Context: an optimization exercise on an open-source flow, tuned for small area and a short achievable clock period. The choices shown serve that exercise and are no tape-out recipe.
Where RTL was checked, it was by simulation tests only, not by an equivalence proof against the original.
Power figures rest on the tool's default switching activity, not on a simulated workload.

Design PE, start of the top module:
module PE (
    input  wire               clk,
    input  wire               rst,
    input  wire               en,
    input  wire               mode_residual,
    input  wire signed [15:0] input_data,
    input  wire signed [15:0] weight_data,
    input  wire signed [15:0] residual_data,
    output reg  signed [15:0] output_data,
    output wire               input_sparse,
    output wire               weight_sparse,
    output wire               computation_skipped,
    output reg         [15:0] sparse_count,
    output reg         [15:0] total_count
);
    spdet u_isp (.x(input_data), .s(input_sparse));
    spdet u_wsp (.x(weight_data), .s(weight_sparse));
    assign computation_skipped = input_sparse | weight_sparse;
    wire isp_c, wsp_c;
    spdet u_isp_c (.x(input_data), .s(isp_c));
    spdet u_wsp_c (.x(weight_data), .s(wsp_c));
    wire skip = isp_c | wsp_c;
    wire mac = en & ~skip;
    reg  [15:0] acc_s;
    reg  [15:0] acc_c;
    reg         acc_x;
    wire pp_0_0;    
    nd2 u_pp0_0 (.a(input_data[0]), .b(weight_data[0]), .y(pp_0_0));
    wire pp_0_1;    
  ...
Size in the first run: ~690 cells after synthesis, about 100 I/O pins, ~7400 sq um of cells after synthesis.
clock: 8.0 ns
lec_check: 0
cap_margin: 20
core_margin: 2
core_utilization: 40
place_density: 0.6
setup_slack_margin: 3.5
slew_margin: 20
synth_hierarchical: 1
synth_minimum_keep_size: 0
standard.sh (not shown) runs the stock make flow with config.mk's settings and CLKGATE_MAP_FILE= SYNTH_SCRIPT=/design/flow/synth_recipe.tcl, a recipe that flattens the netlist after the stock synthesis.
==> flow/flow/run.sh <==
#!/bin/bash
# Standard ORFS layout with two changes:
#  - port buffers use the smallest buffer cell (buffer_ports' default pick is clkdlybuf4s50_1);
#  - after synthesis every combinational cell starts at drive strength 1 (flow/downsize.tcl),
#    and timing repair sizes up only what the timing needs.
set -euo pipefail
export BUFFER_PORTS_ARGS="-buffer_cell sky130_fd_sc_hd__buf_1"
export POST_SYNTH_TCL="$(pwd)/flow/downsize.tcl"
bash standard.sh finish > standard_flow.log 2>&1
==> flow/flow/downsize.tcl <==
# Sourced after the synthesized netlist is loaded (POST_SYNTH_TCL): set every
# combinational cell to its smallest (_1) drive strength; the later timing repair
# sizes up the cells that need it. Flip-flops are left as synthesis made them.
set db [ord::get_db]
set n 0
foreach inst [[ord::get_db_block] getInsts] {
  set m [[$inst getMaster] getName]
  if {[regexp {^(sky130_fd_sc_hd__[a-z0-9]+)_([0-9]+)$} $m -> base d]} {
    if {[string match "*__df*" $base] || [string match "*__dl*" $base] || [string match "*__sdf*" $base]} { continue }
    if {$d > 1} {
      set nm [$db findMaster ${base}_1]
      if {$nm ne "NULL" && $nm ne ""} { $inst swapMaster $nm; incr n }
    }
  }
}
puts "downsize.tcl: set $n cells to drive strength 1"
The starting point completed with no timing, DRC or antenna violations.
Next try:
--- a/flow/design.v
+++ b/flow/design.v
@@ -7,26 +7,24 @@
     input  wire signed [15:0] weight_data,
     input  wire signed [15:0] residual_data,
     output reg  signed [15:0] output_data,
     output wire               input_sparse,
     output wire               weight_sparse,
     output wire               computation_skipped,
     output reg         [15:0] sparse_count,
     output reg         [15:0] total_count
 );
-    spdet u_isp (.x(input_data), .s(input_sparse));
-    spdet u_wsp (.x(weight_data), .s(weight_sparse));
+    assign input_sparse  = (input_data[15:4] == 12'h000) |
+                           ((input_data[15:4] == 12'hfff) & (input_data[3:0] != 4'h0));
+    assign weight_sparse = (weight_data[15:4] == 12'h000) |
+                           ((weight_data[15:4] == 12'hfff) & (weight_data[3:0] != 4'h0));
     assign computation_skipped = input_sparse | weight_sparse;
-    wire isp_c, wsp_c;
-    spdet u_isp_c (.x(input_data), .s(isp_c));
-    spdet u_wsp_c (.x(weight_data), .s(wsp_c));
-    wire skip = isp_c | wsp_c;
-    wire mac = en & ~skip;
+    wire mac = en & ~computation_skipped;
     reg  [15:0] acc_s;
     reg  [15:0] acc_c;
     reg         acc_x;
     wire pp_0_0;    
     nd2 u_pp0_0 (.a(input_data[0]), .b(weight_data[0]), .y(pp_0_0));
     wire pp_0_1;    
     nd2 u_pp0_1 (.a(input_data[0]), .b(weight_data[1]), .y(pp_0_1));
     wire pp_0_2;    
     nd2 u_pp0_2 (.a(input_data[0]), .b(weight_data[2]), .y(pp_0_2));
@@ -716,19 +714,19 @@
         if (rst) begin
             acc_s <= 16'd0;
             acc_c <= 16'd0;
             acc_x <= 1'b0;
             output_data <= 16'd0;
             sparse_count <= 16'd0;
             total_count <= 16'd0;
         end else begin
             total_count  <= total_count + {15'd0, en};
-            sparse_count <= sparse_count + {15'd0, en & skip};
+            sparse_count <= sparse_count + {15'd0, en & computation_skipped};
             acc_s <= acc_s_d;
             acc_c[6] <= acc_c_d[6];
             acc_c[7] <= acc_c_d[7];
             acc_c[8] <= acc_c_d[8];
             acc_c[9] <= acc_c_d[9];
             acc_c[10] <= acc_c_d[10];
             acc_c[11] <= acc_c_d[11];
             acc_c[12] <= acc_c_d[12];
             acc_c[13] <= acc_c_d[13];
@@ -753,18 +751,15 @@
 module xn2 (input wire a, input wire b, output wire y);
     assign y = ~(a ^ b);
 endmodule
 module or2m (input wire a, input wire b, output wire y);
     assign y = a | b;
 endmodule
 module nd2 (input wire a, input wire b, output wire y);
     assign y = ~(a & b);
 endmodule
-module spdet (input wire [15:0] x, output wire s);
-    assign s = (x[15:4] == 12'h000) | ((x[15:4] == 12'hfff) & (x[3:0] != 4'h0));
-endmodule
 module mx2 (input wire s, input wire a1, input wire a0, output wire y);
     assign y = s ? a1 : a0;
 endmodule
 module mx2i (input wire s, input wire a1, input wire a0, output wire y);
     assign y = ~(s ? a1 : a0);
 endmodule
Cell count is lower by 1.8%.
Sequential power hardly moves.
Cell area is lower by 1.5%.
Worst setup slack gains 0.023 ns.
Synthesized cell count is lower by 1.7%.
Synthesized area is lower by 1.0%.
Core utilization is lower by 0.54 points.
Routed wire length is lower by 4.3%.
Power is higher by 2.4%.
Non-clock buffer count is lower by 4.
Worst hold slack loses 0.0045 ns.
Via count is lower by 3.7%.
Global-route usage is lower by 0.53 points.
Function not checked in the first run of this note: the RTL went through the layout flow alone.

---

Another version of the RTL of PE (not shown whole).
Size in the first run: ~100 I/O pins.
==> flow/config.mk <==
export PLATFORM = sky130hd
export DESIGN_NAME = PE
export DESIGN_NICKNAME = PE
export VERILOG_FILES = /design/flow/design.v
export SDC_FILE = /design/flow/constraint.sdc
export NUM_CORES = 4
export LEC_CHECK = 0
export CAP_MARGIN = 20
export CORE_MARGIN = 2
export CORE_UTILIZATION = 40
export CTS_BUF_LIST = sky130_fd_sc_hd__clkbuf_8
export PLACE_DENSITY = 0.6
export SETUP_SLACK_MARGIN = 3.5
export SLEW_MARGIN = 20
export SYNTH_HIERARCHICAL = 1
export SYNTH_MINIMUM_KEEP_SIZE = 0
==> flow/constraint.sdc <==
create_clock -name core_clock -period 8.0 [get_ports {clk}]
set_input_delay 1.6000 -clock core_clock [delete_from_list [all_inputs] [get_ports {clk}]]
set_output_delay 1.6000 -clock core_clock [all_outputs]
set_load 0.01 [all_outputs]
Scripts as last shown in full above: flow/flow/run.sh, flow/flow/downsize.tcl
Rerun with:
--- a/flow/design.v
+++ b/flow/design.v
@@ -13,24 +13,20 @@
     output reg         [15:0] sparse_count,
     output reg         [15:0] total_count
 );
     assign input_sparse  = (input_data[15:4] == 12'h000) |
                            ((input_data[15:4] == 12'hfff) & (input_data[3:0] != 4'h0));
     assign weight_sparse = (weight_data[15:4] == 12'h000) |
                            ((weight_data[15:4] == 12'hfff) & (weight_data[3:0] != 4'h0));
     assign computation_skipped = input_sparse | weight_sparse;
-    wire skip = computation_skipped;
-    wire mac = en & ~skip;
+    wire mac = en & ~computation_skipped;
     reg  [15:0] acc_s;
     reg  [15:0] acc_c;
     reg         acc_x;
-    wire [15:0] acc_sn = ~acc_s;
-    wire [15:0] acc_cn = ~acc_c;
-    wire        acc_xn = ~acc_x;
     wire pp_0_0;    
     nd2 u_pp0_0 (.a(input_data[0]), .b(weight_data[0]), .y(pp_0_0));
     wire pp_0_1;    
     nd2 u_pp0_1 (.a(input_data[0]), .b(weight_data[1]), .y(pp_0_1));
     wire pp_0_2;    
     nd2 u_pp0_2 (.a(input_data[0]), .b(weight_data[2]), .y(pp_0_2));
     wire pp_0_3;    
     nd2 u_pp0_3 (.a(input_data[0]), .b(weight_data[3]), .y(pp_0_3));
@@ -662,16 +658,19 @@
     wire xs33;
     xo2 u_xo33 (.a(res_g[15]), .b(xs32), .y(xs33));
     wire xs34;
     xo2 u_xo34 (.a(xs33), .b(fc112), .y(xs34));
     wire [15:0] out0 = {xs34, fc111, fc110, fc109, fc108, fc107, fc106, fc105, hc24, res_g[6], acc_s[5], acc_s[4], acc_s[3], acc_s[2], acc_s[1], acc_s[0]};
     wire [15:0] out1 = {1'b0, fs112, fs111, fs110, fs109, fs108, fs107, fs106, fs105, hs24, res_g[5], res_g[4], res_g[3], res_g[2], res_g[1], res_g[0]};
     wire [15:0] out_nx = out0 + out1;
     wire [15:0] acc_s_d, acc_c_d, out_d;
+    wire [15:0] acc_sn = ~acc_s;
+    wire [15:0] acc_cn = ~acc_c;
+    wire acc_xn = ~acc_x;
     mx2i u_ms0 (.s(mac), .a1(row0[0]), .a0(acc_sn[0]), .y(acc_s_d[0]));
     mx2i u_ms1 (.s(mac), .a1(row0[1]), .a0(acc_sn[1]), .y(acc_s_d[1]));
     mx2i u_ms2 (.s(mac), .a1(row0[2]), .a0(acc_sn[2]), .y(acc_s_d[2]));
     mx2i u_ms3 (.s(mac), .a1(row0[3]), .a0(acc_sn[3]), .y(acc_s_d[3]));
     mx2i u_ms4 (.s(mac), .a1(row0[4]), .a0(acc_sn[4]), .y(acc_s_d[4]));
     mx2i u_ms5 (.s(mac), .a1(row0[5]), .a0(acc_sn[5]), .y(acc_s_d[5]));
     mx2i u_ms6 (.s(mac), .a1(row0[6]), .a0(acc_sn[6]), .y(acc_s_d[6]));
     mx2i u_ms7 (.s(mac), .a1(row0[7]), .a0(acc_sn[7]), .y(acc_s_d[7]));
@@ -716,17 +715,17 @@
             acc_s <= 16'd0;
             acc_c <= 16'd0;
             acc_x <= 1'b0;
             output_data <= 16'd0;
             sparse_count <= 16'd0;
             total_count <= 16'd0;
         end else begin
             total_count  <= total_count + {15'd0, en};
-            sparse_count <= sparse_count + {15'd0, en & skip};
+            sparse_count <= sparse_count + {15'd0, en & computation_skipped};
             acc_s <= acc_s_d;
             acc_c[6] <= acc_c_d[6];
             acc_c[7] <= acc_c_d[7];
             acc_c[8] <= acc_c_d[8];
             acc_c[9] <= acc_c_d[9];
             acc_c[10] <= acc_c_d[10];
             acc_c[11] <= acc_c_d[11];
             acc_c[12] <= acc_c_d[12];
After rerunning:
- worst setup slack gets better by 46 ps
- hold slack gets better by 4.5 ps
- synthesized cell count stays the same
- routed wire length goes down by about 0.7%
- combinational power barely changes
- power goes up by about 0.8%
- via count goes down by 1.2%
- global-route usage goes down by 0.31 points
- maximum frequency goes up by about 1%
- non-clock buffer count goes down by 1
- core utilization goes up by 0.11 points
- clock power goes up by 11%
- final cell count barely changes
- first-iteration DRC count goes down by about 20%

---

the baseline:
PE, a different RTL version from the one above (not shown whole).
Size: ~650 cells after synthesis, ~0.0069 mm² of cells after synthesis.
Settings: LEC_CHECK=0, CAP_MARGIN=20, CORE_MARGIN=2, CORE_UTILIZATION=40, PLACE_DENSITY=0.6, SLEW_MARGIN=20, SYNTH_HIERARCHICAL=1, SYNTH_MINIMUM_KEEP_SIZE=0; clock period 8.0 ns.
run.sh (not shown) runs the stock make flow with config.mk's settings and CLKGATE_MAP_FILE= SYNTH_SCRIPT=/design/flow/synth_recipe.tcl, a recipe that flattens the netlist after the stock synthesis.
Stock flow here: none of the scripts above is used.
Input changes introduced in the candidate (baseline for comparison: the baseline):
--- a/flow/design.v
+++ b/flow/design.v
@@ -382,25 +382,83 @@
     wire fs110 = pp_8_7 ^ pp_9_6 ^ fc91;
     wire fs111 = fc92 ^ fc93 ^ fc94;
     wire fs112 = fc95 ^ fs105 ^ fs106;
     wire fs113 = fs107 ^ fs108 ^ fs109;
     wire fs114 = fc96 ^ fc97 ^ fc98;
     wire fs115 = fs110 ^ fs111 ^ fs112;
     wire fs116 = fs113 ^ fc99 ^ fc100;
     wire fs117 = fs114 ^ fs115 ^ fc101;
     wire fs118 = fc102 ^ fs116 ^ fs117;
     wire fs119 = fc103 ^ fs118 ^ fc104;
     wire [15:0] row0 = {fs119, fs104, fs90, fs77, fs65, fs54, fs44, fs35, fs27, fs20, fs14, fs9, fs5, fs2, fs0, acc[0]};
     wire [15:0] row1 = {1'b0, 1'b0, 1'b0, 1'b0, 1'b0, 1'b0, 1'b0, 1'b0, 1'b0, 1'b0, 1'b0, 1'b0, 1'b0, 1'b0, 1'b0, pp_0_0};
-    wire [15:0] acc_nx = row0 + row1;
+    wire [15:0] g0 = row0 & row1;
+    wire [15:0] p0 = row0 ^ row1;
+    wire G0_1 = g0[1] | (p0[1] & g0[0]);
+    wire P0_1 = p0[1] & p0[0];
+    wire G0_3 = g0[3] | (p0[3] & g0[2]);
+    wire P0_3 = p0[3] & p0[2];
+    wire G0_5 = g0[5] | (p0[5] & g0[4]);
+    wire P0_5 = p0[5] & p0[4];
+    wire G0_7 = g0[7] | (p0[7] & g0[6]);
+    wire P0_7 = p0[7] & p0[6];
+    wire G0_9 = g0[9] | (p0[9] & g0[8]);
+    wire P0_9 = p0[9] & p0[8];
+    wire G0_11 = g0[11] | (p0[11] & g0[10]);
+    wire P0_11 = p0[11] & p0[10];
+    wire G0_13 = g0[13] | (p0[13] & g0[12]);
+    wire P0_13 = p0[13] & p0[12];
+    wire G1_2 = g0[2] | (p0[2] & G0_1);
+    wire P1_2 = p0[2] & P0_1;
+    wire G1_3 = G0_3 | (P0_3 & G0_1);
+    wire P1_3 = P0_3 & P0_1;
+    wire G1_6 = g0[6] | (p0[6] & G0_5);
+    wire P1_6 = p0[6] & P0_5;
+    wire G1_7 = G0_7 | (P0_7 & G0_5);
+    wire P1_7 = P0_7 & P0_5;
+    wire G1_10 = g0[10] | (p0[10] & G0_9);
+    wire P1_10 = p0[10] & P0_9;
+    wire G1_11 = G0_11 | (P0_11 & G0_9);
+    wire P1_11 = P0_11 & P0_9;
+    wire G1_14 = g0[14] | (p0[14] & G0_13);
+    wire P1_14 = p0[14] & P0_13;
+    wire G2_4 = g0[4] | (p0[4] & G1_3);
+    wire P2_4 = p0[4] & P1_3;
+    wire G2_5 = G0_5 | (P0_5 & G1_3);
+    wire P2_5 = P0_5 & P1_3;
+    wire G2_6 = G1_6 | (P1_6 & G1_3);
+    wire P2_6 = P1_6 & P1_3;
+    wire G2_7 = G1_7 | (P1_7 & G1_3);
+    wire P2_7 = P1_7 & P1_3;
+    wire G2_12 = g0[12] | (p0[12] & G1_11);
+    wire P2_12 = p0[12] & P1_11;
+    wire G2_13 = G0_13 | (P0_13 & G1_11);
+    wire P2_13 = P0_13 & P1_11;
+    wire G2_14 = G1_14 | (P1_14 & G1_11);
+    wire P2_14 = P1_14 & P1_11;
+    wire G3_8 = g0[8] | (p0[8] & G2_7);
+    wire P3_8 = p0[8] & P2_7;
+    wire G3_9 = G0_9 | (P0_9 & G2_7);
+    wire P3_9 = P0_9 & P2_7;
+    wire G3_10 = G1_10 | (P1_10 & G2_7);
+    wire P3_10 = P1_10 & P2_7;
+    wire G3_11 = G1_11 | (P1_11 & G2_7);
+    wire P3_11 = P1_11 & P2_7;
+    wire G3_12 = G2_12 | (P2_12 & G2_7);
+    wire P3_12 = P2_12 & P2_7;
+    wire G3_13 = G2_13 | (P2_13 & G2_7);
+    wire P3_13 = P2_13 & P2_7;
+    wire G3_14 = G2_14 | (P2_14 & G2_7);
+    wire P3_14 = P2_14 & P2_7;
+    wire [15:0] acc_nx = {p0[15] ^ G3_14, p0[14] ^ G3_13, p0[13] ^ G3_12, p0[12] ^ G3_11, p0[11] ^ G3_10, p0[10] ^ G3_9, p0[9] ^ G3_8, p0[8] ^ G2_7, p0[7] ^ G2_6, p0[6] ^ G2_5, p0[5] ^ G2_4, p0[4] ^ G1_3, p0[3] ^ G1_2, p0[2] ^ G0_1, p0[1] ^ g0[0], p0[0]};
     always @(posedge clk or posedge rst) begin
         if (rst) begin
             acc <= 16'd0;
             output_data <= 16'd0;
             sparse_count <= 16'd0;
             total_count <= 16'd0;
         end else begin
             total_count  <= total_count + {15'd0, en};
             sparse_count <= sparse_count + {15'd0, en & computation_skipped};
             if (mac) acc <= acc_nx;
             if (en) output_data <= acc + (mode_residual ? residual_data : 16'd0);
         end
Notes after the runs:
In the candidate, the floorplan die area came out 0.51% below the value in the baseline. Looking at worst setup slack, the candidate sits below the baseline. Compared with the baseline, in the candidate clock power +about 4%, share of synthesized cell area in and, or, nand and nor gates -0.54 points, number of clock buffers inserted by TritonCTS ~0 delta, wire length +1.1%. For the clock network power share, the candidate came in 0.3 points higher than the baseline did.
Function was not checked in any run of this note: the RTL went through the layout flow alone.

## port drivers added, routing unchanged
Ports are ideal in the flow. The routed layouts listed here were re-timed in OpenROAD. Step 1: set_driving_cell puts a clkbuf_16 on clk and a buf_2 on each other input, an assumption about the parent block. Step 2 also shifts input and output timing later by t, the mid clock arrival at the registers, as if the neighbouring blocks saw the same clock. Three values: ideal ports, drivers, drivers and shift; two values: the first two.
run	shift t [ns]	setup slack, ns	clock arrival spread, ns
the first run of note 1	0.367	3.536 / 3.544 / 3.182	0.011 / 0.010
the second run of note 1	0.373	3.559 / 3.536 / 3.217	0.008 / 0.007
the first run of note 2	0.382	3.513 / 3.491 / 3.195	0.011 / 0.011
the second run of note 2	0.388	3.559 / 3.538 / 3.200	0.012 / 0.013
the baseline	0.363	0.206 / 0.224 / -0.139	0.006 / 0.006
the candidate	0.368	0.196 / 0.214 / -0.155	0.007 / 0.007
With both steps, setup timing fails in the baseline and the candidate, where it was met with ideal ports. For the second run of note 2, which loses most, drivers alone change the setup slack by -0.021 ns; drivers and shift together by -0.359 ns.
